This is an optimization exercise on Yosys and OpenROAD, whose aim is small area and a short achievable clock period, not a production implementation.
Where RTL was checked, it was by simulation tests only, not by an equivalence proof against the original.
Power and IR drop assume default switching activity.

==> flow/design.v (excerpt) <==
module project3_frame(
  input        CLOCK_50,
  input        RESET_N,
  input  [3:0] KEY,
  output [6:0] HEX0,
  output [6:0] HEX1,
  output [9:0] LEDR,
  output [13:0] imem_addr,
  input  [31:0] imem_data,
  output [13:0] dmem_addr,
  output [31:0] dmem_wdata,
  output dmem_we,
  output dmem_re,
  input  [31:0] dmem_rdata
);
  wire clk = CLOCK_50;
  wire reset = !RESET_N;
  reg [31:0] pc;
  reg        ab;           
  reg        fl_v;         
  reg [31:0] fl_inst;
  reg [31:0] fl_pcp;       
  reg        sb;           
  reg        d_isbr, d_isjmp, d_rd, d_wr, d_wreg;
  reg [3:0]  d_wregno;
  reg [31:0] d_r1, d_r2, d_pcp;
  reg [15:0] d_imm;
  reg        d_fwd1, d_fwd2;
  reg        d_useimm, d_sub, d_jal;
  reg [1:0]  d_ct;         
  reg [3:0]  d_cls;
  reg        m_rd, m_wr, m_wreg;
  reg [3:0]  m_wregno;
  reg [31:0] m_alu, m_r2;
  reg        w_hexwe, w_ledwe;
  reg [9:0]  w_data;
  reg [7:0]  hex;
  reg [9:0]  ledr;
  reg [31:0] regs [0:15];
  reg [15:0] rvalid;
  localparam C_ZERO = 4'd0, C_ADD = 4'd1, C_CMP = 4'd2, C_AND = 4'd3,
             C_OR = 4'd4, C_XOR = 4'd5, C_NAND = 4'd6, C_NOR = 4'd7,
             C_NXOR = 4'd8, C_SHR = 4'd9, C_SHL = 4'd10, C_JAL = 4'd11;
  wire [31:0] inst_f = imem_data;
  wire f_isbj = (inst_f[31:29] == 3'b001);
  wire f_isbr = (inst_f[31:28] == 4'b0010);
  wire [31:0] pcplus = pc + 32'd4;
  assign imem_addr = pc[15:2];
  wire        br_cond;
  wire [31:0] jt, bt;
  always @(posedge clk or posedge reset) begin
    if (reset) begin
      pc <= 32'h100;
      ab <= 1'b0;
      fl_v <= 1'b0;
    end else begin
      if (!ab) begin
        pc <= pcplus;
        if (f_isbj) ab <= 1'b1;
      end else if (d_isbr || d_isjmp) begin
        if (d_isjmp) pc <= jt;
        else if (br_cond) pc <= bt;
        ab <= f_isbr;
      end
      fl_v <= !(ab && !f_isbr);
    end
  end
  always @(posedge clk) begin
    fl_inst <= inst_f;
    fl_pcp <= pcplus;
  end
  wire [31:0] inst = fl_inst;
  wire v = fl_v;
  wire [5:0] op1 = inst[31:26];
  wire [7:0] op2 = inst[25:18];
  wire [3:0] rd_f = inst[11:8];
  wire [3:0] rs = inst[7:4];
  wire [3:0] rt = inst[3:0];
  wire is_br_d  = v && (inst[31:28] == 4'b0010);
  wire is_jmp_d = v && (inst[31:28] == 4'b0011);
  wire is_lw_d  = v && (op1 == 6'b010010);
  wire is_sw_d  = v && (op1 == 6'b011010);
  ...
clock: 8.0 ns
lec_check: 0
cap_margin: 20
core_margin: 2
core_utilization: 40
setup_slack_margin: 4.5
slew_margin: 20
run.sh (not shown) runs the stock make flow with config.mk's settings and CLKGATE_MAP_FILE= SYNTH_SCRIPT=/design/flow/synth_recipe.tcl, a recipe that flattens the netlist after the stock synthesis.
The baseline finished with timing, DRC and antenna clean.
==> next run, changes <==
Settings changed: SETUP_SLACK_MARGIN 4.5 to not set.
Result: Wire length goes down by 2.1%. Clock-buffer cell count goes down by 9. Combinational power goes down by about 17%. Die area is unchanged. Sequential cell count is unchanged. Non-clock buffer count goes down by 142. First-iteration DRC count goes up by about 10%. Sequential share of layout area goes up by 2.3 points. Global-route usage goes down by 0.59 points. Total power goes down by about 5.6%. Synthesized area does not change.

* * *

## umber
The RTL this note starts from:
==> flow/design.v <==
module project3_frame(
  input        CLOCK_50,
  input        RESET_N,
  input  [3:0] KEY,
  output [6:0] HEX0,
  output [6:0] HEX1,
  output [9:0] LEDR,
  output [13:0] imem_addr,
  input  [31:0] imem_data,
  output [13:0] dmem_addr,
  output [31:0] dmem_wdata,
  output dmem_we,
  output dmem_re,
  input  [31:0] dmem_rdata
);
  wire clk = CLOCK_50;
  wire reset = !RESET_N;
  reg [31:0] pc;
  reg        ab;           
  reg        fl_v;         
  reg [31:0] fl_inst;
  reg [31:0] fl_pcp;       
  reg        sb;           
  reg        d_isbr, d_isjmp, d_rd, d_wr, d_wreg;
  reg [3:0]  d_wregno;
  reg [31:0] d_r1, d_r2, d_b, d_y;
  reg        d_fwd1, d_fwd2, d_fwdb;
  reg        d_sub;
  reg [1:0]  d_ct;         
  reg [3:0]  d_cls;
  reg        m_rd, m_wr, m_wreg;
  reg [3:0]  m_wregno;
  reg [31:0] m_alu, m_r2;
  reg        w_hexwe, w_ledwe;
  reg [9:0]  w_data;
  reg [7:0]  hex;
  reg [9:0]  ledr;
  reg [31:0] regs [0:15];
  reg [15:0] rvalid;
  localparam C_ZERO = 4'd0, C_ADD = 4'd1, C_CMP = 4'd2, C_AND = 4'd3,
             C_OR = 4'd4, C_XOR = 4'd5, C_NAND = 4'd6, C_NOR = 4'd7,
             C_NXOR = 4'd8, C_SHR = 4'd9, C_SHL = 4'd10, C_JAL = 4'd11;
  wire [31:0] inst_f = imem_data;
  wire f_isbj = (inst_f[31:29] == 3'b001);
  wire f_isbr = (inst_f[31:28] == 4'b0010);
  wire [31:0] pcplus = pc + 32'd4;
  assign imem_addr = pc[15:2];
  wire        br_cond;
  wire [31:0] jt, bt;
  always @(posedge clk or posedge reset) begin
    if (reset) begin
      pc <= 32'h100;
      ab <= 1'b0;
      fl_v <= 1'b0;
    end else begin
      if (!ab) begin
        pc <= pcplus;
        if (f_isbj) ab <= 1'b1;
      end else if (d_isbr || d_isjmp) begin
        if (d_isjmp) pc <= jt;
        else if (br_cond) pc <= bt;
        ab <= f_isbr;
      end
      fl_v <= !(ab && !f_isbr);
    end
  end
  always @(posedge clk) begin
    fl_inst <= inst_f;
    fl_pcp <= pcplus;
  end
  wire [31:0] inst = fl_inst;
  wire v = fl_v;
  wire [5:0] op1 = inst[31:26];
  wire [7:0] op2 = inst[25:18];
  wire [3:0] rd_f = inst[11:8];
  wire [3:0] rs = inst[7:4];
  wire [3:0] rt = inst[3:0];
  wire is_br_d  = v && (inst[31:28] == 4'b0010);
  wire is_jmp_d = v && (inst[31:28] == 4'b0011);
  wire is_lw_d  = v && (op1 == 6'b010010);
  wire is_sw_d  = v && (op1 == 6'b011010);
  wire alur_d   = !v || (op1 == 6'b000000);
  wire writes_rt = is_lw_d || (v && inst[31]) || is_jmp_d;
  wire wr_reg_d = writes_rt || alur_d;
  wire [3:0] wregno_d = writes_rt ? rt : (v ? rd_f : 4'd0);
  reg [3:0] cls_d;
  reg useimm_d, sub_d;
  always @* begin
    cls_d = C_ZERO;
    useimm_d = 1'b0;
    sub_d = 1'b0;
    if (!v) begin
      cls_d = C_ZERO;
    end else if (op1 == 6'b000000) begin
      case (op2)
        8'b00001000, 8'b00001001, 8'b00001010, 8'b00001011: begin cls_d = C_CMP; sub_d = 1'b1; end
        8'b00100000:  cls_d = C_ADD;
        8'b00101000:  begin cls_d = C_ADD; sub_d = 1'b1; end
        8'b00100100:  cls_d = C_AND;
        8'b00100101:   cls_d = C_OR;
        8'b00100110:  cls_d = C_XOR;
        8'b00101100: cls_d = C_NAND;
        8'b00101101:  cls_d = C_NOR;
        8'b00101110: cls_d = C_NXOR;
        8'b00110000: cls_d = C_SHR;
        8'b00110001: cls_d = C_SHL;
        default:   cls_d = C_ZERO;
      endcase
    end else begin
      case (op1)
        6'b010010, 6'b011010, 6'b100000: begin cls_d = C_ADD; useimm_d = 1'b1; end
        6'b100100: begin cls_d = C_AND; useimm_d = 1'b1; end
        6'b100101:  begin cls_d = C_OR;  useimm_d = 1'b1; end
        6'b100110: begin cls_d = C_XOR; useimm_d = 1'b1; end
        6'b001100:  cls_d = C_JAL;
        default:   cls_d = C_ZERO;
      endcase
      if (inst[31:28] == 4'b0010) sub_d = 1'b1;
    end
  end
  wire [15:0] sel1 = rvalid & (16'd1 << rs);
  wire [15:0] sel2 = rvalid & (16'd1 << rt);
  reg [31:0] rf1, rf2;
  integer j;
  always @* begin
    rf1 = 32'd0;
    rf2 = 32'd0;
    for (j = 0; j < 16; j = j + 1) begin
      rf1 = rf1 | ({32{sel1[j]}} & regs[j]);
      rf2 = rf2 | ({32{sel2[j]}} & regs[j]);
    end
  end
  wire [31:0] rv1 = (m_wreg && m_wregno == rs) ? m_alu : rf1;
  wire [31:0] rv2 = (m_wreg && m_wregno == rt) ? m_alu : rf2;
  always @(posedge clk or posedge reset) begin
    if (reset) begin
      sb <= 1'b0;
      d_isbr <= 1'b0;
      d_isjmp <= 1'b0;
      d_rd <= 1'b0;
      d_wr <= 1'b0;
      d_wreg <= 1'b0;
    end else begin
      d_isbr <= !sb && is_br_d;
      d_isjmp <= !sb && is_jmp_d;
      d_rd <= !sb && is_lw_d;
      d_wr <= !sb && is_sw_d;
      d_wreg <= !sb && wr_reg_d;
      if (!sb) sb <= is_br_d || is_jmp_d;
      else if (d_isbr || d_isjmp) sb <= 1'b0;
    end
  end
  wire [31:0] simm_d = {{16{inst[23]}}, inst[23:8]};
  wire useb_imm = useimm_d || is_jmp_d;
  wire [31:0] immx_d = is_jmp_d ? {simm_d[29:0], 2'b00} : simm_d;
  wire [31:0] b_d = useb_imm ? immx_d : (sub_d ? ~rv2 : rv2);
  wire [31:0] y_d = fl_pcp + ((inst[31:28] == 4'b0010) ? {simm_d[29:0], 2'b00} : 32'd0);
  wire hit2 = d_wreg && (d_wregno == rt);
  always @(posedge clk) begin
    d_wregno <= wregno_d;
    d_r1 <= rv1;
    d_r2 <= rv2;
    d_b <= b_d;
    d_y <= y_d;
    d_fwd1 <= d_wreg && (d_wregno == rs);
    d_fwd2 <= hit2;
    d_fwdb <= hit2 && !useb_imm;
    d_cls <= cls_d;
    d_sub <= sub_d;
    d_ct <= (inst[31:28] == 4'b0010) ? op1[1:0] : op2[1:0];
  end
  wire [31:0] r1 = d_fwd1 ? m_alu : d_r1;
  wire [31:0] r2 = d_fwd2 ? m_alu : d_r2;               
  wire [31:0] b  = d_fwdb ? (m_alu ^ {32{d_sub}}) : d_b;  
  wire [32:0] sum_c = {r1, 1'b1} + {b, d_sub};
  wire [31:0] sum = sum_c[32:1];
  wire [31:0] xr = r1 ^ b;
  wire eq = &xr;                                        
  wire lt = (r1[31] ^ ~b[31]) ? r1[31] : sum[31];
  reg cmp;
  always @* begin
    case (d_ct)
      2'd0: cmp = eq;
      2'd1: cmp = lt;
      2'd2: cmp = lt | eq;
      default: cmp = !eq;
    endcase
  end
  wire big = |b[31:5];
  wire [31:0] shr = big ? 32'd0 : (r1 >> b[4:0]);
  wire [31:0] shl = big ? 32'd0 : (r1 << b[4:0]);
  reg [31:0] aluout;
  always @* begin
    case (d_cls)
      C_ADD:  aluout = sum;
      C_CMP:  aluout = {31'd0, cmp};
      C_AND:  aluout = r1 & b;
      C_OR:   aluout = r1 | b;
      C_XOR:  aluout = xr;
      C_NAND: aluout = ~(r1 & b);
      C_NOR:  aluout = ~(r1 | b);
      C_NXOR: aluout = ~xr;
      C_SHR:  aluout = shr;
      C_SHL:  aluout = shl;
      C_JAL:  aluout = d_y;
      default: aluout = 32'd0;
    endcase
  end
  assign br_cond = cmp;
  assign jt = sum;
  assign bt = d_y;
  always @(posedge clk or posedge reset) begin
    if (reset) begin
      m_rd <= 1'b0;
      m_wr <= 1'b0;
      m_wreg <= 1'b0;
    end else begin
      m_rd <= d_rd;
      m_wr <= d_wr;
      m_wreg <= d_wreg;
    end
  end
  always @(posedge clk) begin
    m_wregno <= d_wregno;
    m_alu <= aluout;
    m_r2 <= r2;
  end
  assign dmem_addr = m_alu[15:2];
  assign dmem_wdata = m_r2;
  assign dmem_we = m_wr;
  assign dmem_re = m_rd;
  wire io_hi = (m_alu[31:8] == 24'hFFFFF0);
  wire [31:0] rdval = (io_hi && m_alu[7:0] == 8'h80) ? {28'd0, ~KEY} : dmem_rdata;
  wire [31:0] wbval = m_rd ? rdval : m_alu;
  integer k;
  always @(posedge clk) begin
    for (k = 0; k < 16; k = k + 1)
      if (m_wreg && m_wregno == k) regs[k] <= wbval;
  end
  always @(posedge clk or posedge reset) begin
    if (reset) begin
      rvalid <= 16'd0;
      w_hexwe <= 1'b0;
      w_ledwe <= 1'b0;
    end else begin
      if (m_wreg) rvalid[m_wregno] <= 1'b1;
      w_hexwe <= m_wr && io_hi && m_alu[7:0] == 8'h00;
      w_ledwe <= m_wr && io_hi && m_alu[7:0] == 8'h20;
    end
  end
  always @(posedge clk) begin
    w_data <= m_r2[9:0];
  end
  always @(posedge clk or posedge reset) begin
    if (reset) begin
      hex <= 8'hAD;
      ledr <= 10'd0;
    end else begin
      if (w_hexwe) hex <= w_data[7:0];
      if (w_ledwe) ledr <= w_data;
    end
  end
  assign HEX0 = {3'b000, hex[3:0]};
  assign HEX1 = {3'b000, hex[7:4]};
  assign LEDR = ledr;
endmodule
Settings: LEC_CHECK=0, CAP_MARGIN=20, CORE_MARGIN=2, CORE_UTILIZATION=40, SETUP_SLACK_MARGIN=4.5, SLEW_MARGIN=20; clock period 8.0 ns.
Looking at the reports, umber completed the entire flow and the layout it produced met the timing, DRC and antenna checks.
### umber -> amber
diff --git a/flow/config.mk b/flow/config.mk
--- a/flow/config.mk
+++ b/flow/config.mk
@@ -7,0 +8 @@
+export ABC_AREA = 1
| part of the total power dissipated in the clock network | amber vs umber | 0.2 points higher |. Between umber and amber, final instance area increased. Clock-net power ends up lower on amber. Taking umber as 1.0, amber lands at 1.2 on half-perimeter wire length after detailed placement. | logic gate share of total power | amber vs umber | 0.8 points lower |. Of amber and umber, it is amber that has the lower total power of the final layout. Summary — top fanout value on the critical path, amber relative to umber: higher, by 1. What umber reported for detailed-route wire length on metal 1 has to be multiplied by 1.17 to get the figure for amber. The slowest cell on the critical path comes out dfxtp_4 in one run and fa_2 in the other, namely in amber and umber respectively. Antenna cell count, umber and amber: larger value in amber.
No run of this note included a check of the RTL's function; only the layout flow was run.

afterwards: timing with drivers on the ports:
How much do the figures lean on ideal ports? The routed layouts below were timed once more, with nothing changed but the port constraints.
Step 1: set_driving_cell puts a clkbuf_16 on CLOCK_50 and a buf_2 on each other input, an assumption about the parent block.
Step 2, shift: input delay + t, output delay - t, t = (earliest + latest rising clock arrival at the registers) / 2. This alone moves slack from input paths to output paths.
Three values: ideal, step 1, step 2; two values: the first two.
run	t (ns)	setup WS [ns]	hold slack, ns
the first run of note 1	0.776	3.770 / 3.770 / 3.770	0.325 / 0.325 / 0.325
the second run of note 1	0.776	2.033 / 2.033 / 2.033	0.293 / 0.293 / 0.293
umber	0.770	2.705 / 2.705 / 2.705	0.321 / 0.321 / 0.321
amber	0.773	4.236 / 4.236 / 4.236	0.331 / 0.331 / 0.331
After both steps setup and hold are still met in every run listed.
